This design comes from an exercise in tuning for small area and a short achievable clock period on the open sky130 flow, not from production work. At most, simulation tests tie the RTL to the original design; equivalence was not proved. No activity file was given, so power comes from the tool's default toggle rates.

## rev 12
==> module j_mac, before the edit <==
module j_mac #(
  parameter WEIGHT_RESET_VAL = 8'b00100011
) (
  input      clk     ,
  input      reset   ,
  input      acc     ,   
  input      din     ,   
  input      plus_one,
  input      clr     ,   
  input      control1,
  input      update_w,
  input      mac_en  ,
  output reg result
);
  reg  [7:0] W;
  reg  [7:0] P;
  reg        C, Cd;
  always @(posedge clk) begin
    if (reset)
      W <= WEIGHT_RESET_VAL;
    else if (update_w)
      W <= {din, W[7:1]};
  end
  wire [7:0] z = W & {8{din}};
  wire [7:0] g = P & z;
  wire [7:0] p = P ^ z;
  wire G10 = g[1] | (p[1] & g[0]);
  wire G32 = g[3] | (p[3] & g[2]);  wire P32 = p[3] & p[2];
  wire G54 = g[5] | (p[5] & g[4]);  wire P54 = p[5] & p[4];
  wire G76 = g[7] | (p[7] & g[6]);  wire P76 = p[7] & p[6];
  wire G20 = g[2] | (p[2] & G10);
  wire G30 = G32  | (P32  & G10);
  wire G64 = g[6] | (p[6] & G54);   wire P64 = p[6] & P54;
  wire G74 = G76  | (P76  & G54);   wire P74 = P76  & P54;
  wire G40 = g[4] | (p[4] & G30);
  wire G50 = G54  | (P54  & G30);
  wire G60 = G64  | (P64  & G30);
  wire G70 = G74  | (P74  & G30);
  wire [8:0] c = {G70, G60, G50, G40, G30, G20, G10, g[0], 1'b0};
  wire [7:0] s = p ^ c[7:0];
  wire [7:0] p_nxt = clr ? {1'b0, z[7:1]} : {c[8], s[7:1]};
  wire prod_0 = z[0] ^ P[0];
  wire x_0    = prod_0 ^ acc ^ C;      
  wire y_0    = x_0 ^ Cd;              
  wire r_0    = control1 ? x_0 : (plus_one ? y_0 : ~y_0);
  wire w_0    = prod_0 ^ Cd;           
  wire u_0    = acc & C;
  wire v_0    = acc | C;
  wire iaa_0  = control1 ? prod_0 : (plus_one ? w_0 : ~w_0);
  wire c_0    = u_0 | (iaa_0 & v_0);
  wire cd_0   = plus_one ? (~prod_0 | Cd) : (~prod_0 & Cd);
  wire x_1    = z[0] ^ acc;
  wire r_1    = (control1 | plus_one) ? x_1 : ~x_1;
  wire iaa_1  = (control1 | plus_one) ? z[0] : ~z[0];
  wire c_1    = iaa_1 & acc;
  wire cd_1   = ~z[0] & plus_one;
  always @(posedge clk) begin
    if (mac_en) begin
      P  <= p_nxt;
      C  <= clr ? c_1 : c_0;
      Cd <= clr ? cd_1 : cd_0;
    end
  end
  always @(posedge clk) begin
    if (reset)
      result <= 1'b0;
    else if (mac_en)
      result <= clr ? r_1 : r_0;
  end
endmodule
==> module bsmac_array, before the edit <==
module bsmac_array #(
  parameter ROWS = 8,
  parameter COLS = 8
) (
  input             clk               ,
  input             reset             ,
  input  [ROWS-1:0] data_in           ,
  input  [COLS-1:0] acc_in            ,
  input             plus_one          ,
  input             clear_accu_control,
  input             control1          ,
  input             update_w          ,
  input             mac_en            ,
  output [COLS-1:0] acc_out
);
  wire [ROWS*COLS-1:0]     data_w;
  reg  [ROWS*COLS-1:0]     data_r;
  wire [(ROWS+1)*COLS-1:0] acc_w;
  reg  zero_pc;
  always @(posedge clk) begin
    if (reset)
      zero_pc <= 1'b1;
    else if (mac_en)
      zero_pc <= 1'b0;
  end
  wire clr = clear_accu_control | zero_pc;
  assign acc_w[COLS-1:0] = acc_in;
  assign acc_out         = acc_w[ROWS*COLS +: COLS];
  genvar r, c;
  generate
    for (r = 0; r < ROWS; r = r + 1) begin : g_row
      for (c = 0; c < COLS; c = c + 1) begin : g_col
        if (c == 0) begin : g_first
          assign data_w[r*COLS+c] = data_in[r];
        end else begin : g_next
          assign data_w[r*COLS+c] = data_r[r*COLS+c-1];
        end
        always @(posedge clk) begin
          if (reset) begin
            data_r[r*COLS+c] <= 1'b0;
          end else begin
            data_r[r*COLS+c] <= data_w[r*COLS+c];
          end
        end
        j_mac #(.WEIGHT_RESET_VAL(8'b00100011)) u_mac (
          .clk     (clk                ),
          .reset   (reset              ),
          .acc     (acc_w[r*COLS+c]    ),
          .din     (data_w[r*COLS+c]   ),
          .plus_one(plus_one           ),
          .clr     (clr                ),
          .control1(control1           ),
          .update_w(update_w           ),
          .mac_en  (mac_en             ),
          .result  (acc_w[(r+1)*COLS+c])
        );
      end
    end
  endgenerate
endmodule
export LEC_CHECK = 0
export CAP_MARGIN = 20
export CORE_MARGIN = 2
export CORE_UTILIZATION = 40
export SETUP_SLACK_MARGIN = 2.6
export SLEW_MARGIN = 20
create_clock -name core_clock -period 5.0 [get_ports {clk}]
run.sh (not shown) runs the stock make flow with config.mk's settings and CLKGATE_MAP_FILE= SYNTH_SCRIPT=/design/flow/synth_recipe.tcl, a recipe that flattens the netlist after the stock synthesis.
Edits applied to the flow inputs when going from rev 12 to rev 13:
--- a/flow/design.v
+++ b/flow/design.v
@@ -13,11 +13,12 @@
   input      reset   ,
   input      acc     ,   
   input      din     ,   
   input      plus_one,
   input      clr     ,   
-  input      control1,
+  input      m_0     ,   
+  input      m_1     ,   
   input      update_w,
   input      mac_en  ,
   output reg result
 );
   reg  [7:0] W;
@@ -45,25 +46,21 @@
   wire G60 = G64  | (P64  & G30);
   wire G70 = G74  | (P74  & G30);
   wire [8:0] c = {G70, G60, G50, G40, G30, G20, G10, g[0], 1'b0};
   wire [7:0] s = p ^ c[7:0];
   wire [7:0] p_nxt = clr ? {1'b0, z[7:1]} : {c[8], s[7:1]};
-  wire prod_0 = z[0] ^ P[0];
-  wire x_0    = prod_0 ^ acc ^ C;      
-  wire y_0    = x_0 ^ Cd;              
-  wire r_0    = control1 ? x_0 : (plus_one ? y_0 : ~y_0);
-  wire w_0    = prod_0 ^ Cd;           
-  wire u_0    = acc & C;
-  wire v_0    = acc | C;
-  wire iaa_0  = control1 ? prod_0 : (plus_one ? w_0 : ~w_0);
-  wire c_0    = u_0 | (iaa_0 & v_0);
-  wire cd_0   = plus_one ? (~prod_0 | Cd) : (~prod_0 & Cd);
-  wire x_1    = z[0] ^ acc;
-  wire r_1    = (control1 | plus_one) ? x_1 : ~x_1;
-  wire iaa_1  = (control1 | plus_one) ? z[0] : ~z[0];
+  wire prod_0 = z[0] ^ P[0];           
+  wire prod_1 = z[0];                  
+  wire m_c0   = Cd ? m_1 : m_0;        
+  wire iaa_0  = prod_0 ^ m_c0;
+  wire iaa_1  = prod_1 ^ m_0;          
+  wire r_0    = iaa_0 ^ acc ^ C;
+  wire r_1    = iaa_1 ^ acc;
+  wire c_0    = (iaa_0 & acc) | (iaa_0 & C) | (acc & C);
   wire c_1    = iaa_1 & acc;
-  wire cd_1   = ~z[0] & plus_one;
+  wire cd_0   = (~prod_0 & plus_one) | (~prod_0 & Cd) | (plus_one & Cd);
+  wire cd_1   = ~prod_1 & plus_one;
   always @(posedge clk) begin
     if (mac_en) begin
       P  <= p_nxt;
       C  <= clr ? c_1 : c_0;
       Cd <= clr ? cd_1 : cd_0;
@@ -101,10 +98,12 @@
       zero_pc <= 1'b1;
     else if (mac_en)
       zero_pc <= 1'b0;
   end
   wire clr = clear_accu_control | zero_pc;
+  wire m_0 = ~control1 & ~plus_one;
+  wire m_1 = ~control1 &  plus_one;
   assign acc_w[COLS-1:0] = acc_in;
   assign acc_out         = acc_w[ROWS*COLS +: COLS];
   genvar r, c;
   generate
     for (r = 0; r < ROWS; r = r + 1) begin : g_row
@@ -126,11 +125,12 @@
           .reset   (reset              ),
           .acc     (acc_w[r*COLS+c]    ),
           .din     (data_w[r*COLS+c]   ),
           .plus_one(plus_one           ),
           .clr     (clr                ),
-          .control1(control1           ),
+          .m_0     (m_0                ),
+          .m_1     (m_1                ),
           .update_w(update_w           ),
           .mac_en  (mac_en             ),
           .result  (acc_w[(r+1)*COLS+c])
         );
       end
Notes after the runs:
Higher synthesis-to-layout area growth among rev 12 and rev 13: rev 12
Taking rev 12 as the reference, in rev 13 all-layer global routing usage lower, via count shows a reduction of about 7%, data required time of the critical path moved up, portion of total power attributed to the clock network went down.
Rev 13 vs. rev 12: post-synthesis instance total went down by about 4%.
On total power consumption of the routed design, rev 13 does better than rev 12.
Lower synthesized area goes to rev 13 over rev 12.
Between rev 13 and rev 12, it is rev 13 whose clock skew is lower, by 0.012 ns.
Relative to rev 12, leakage power decreased by 0.97 nW in rev 13.
Between rev 12 and rev 13, time the worst path needs with I/O delays and setup is lower for rev 12, rev 13 comes in above that.
Setup slack: rev 13 less than rev 12
Rev 13 vs rev 12, core utilization went down by 0.49 points.
Rev 13 vs. rev 12: wire length on met3 went up by 16 um.
g_row[3].g_col[5].u_mac.P[7]$_SDFFCE_PN0P_ as the end point of the critical path was reported by rev 12, and g_row[6].g_col[7].u_mac.result$_SDFFE_PP0P_ by rev 13.
Function not checked in rev 13: the RTL went through the layout flow alone.

## afterwards: timing with drivers on the ports
How much do the figures lean on ideal ports? The routed layouts below were timed once more, with nothing changed but the port constraints. Step 1, drivers: a clkbuf_16 drives clk and a buf_2 each remaining input, both assumed. Step 2 times the ports against the registers' clock, not the clock port: input delays grow and output delays shrink by t, the midpoint of the rising clock arrivals with the driver on. Three values: no drivers, after step 1, after step 2; two values: the first two.
run	shift t [ns]	setup slack, ns	worst register clock-pin slew, ns
rev 12	0.860	2.629 / 2.569 / 1.709	0.06 / 0.06
rev 13	0.857	2.595 / 2.520 / 1.664	0.06 / 0.06
After both steps every run listed still meets setup and hold. For rev 13, which loses most, drivers alone change the setup slack by -0.075 ns; drivers and shift together by -0.931 ns.
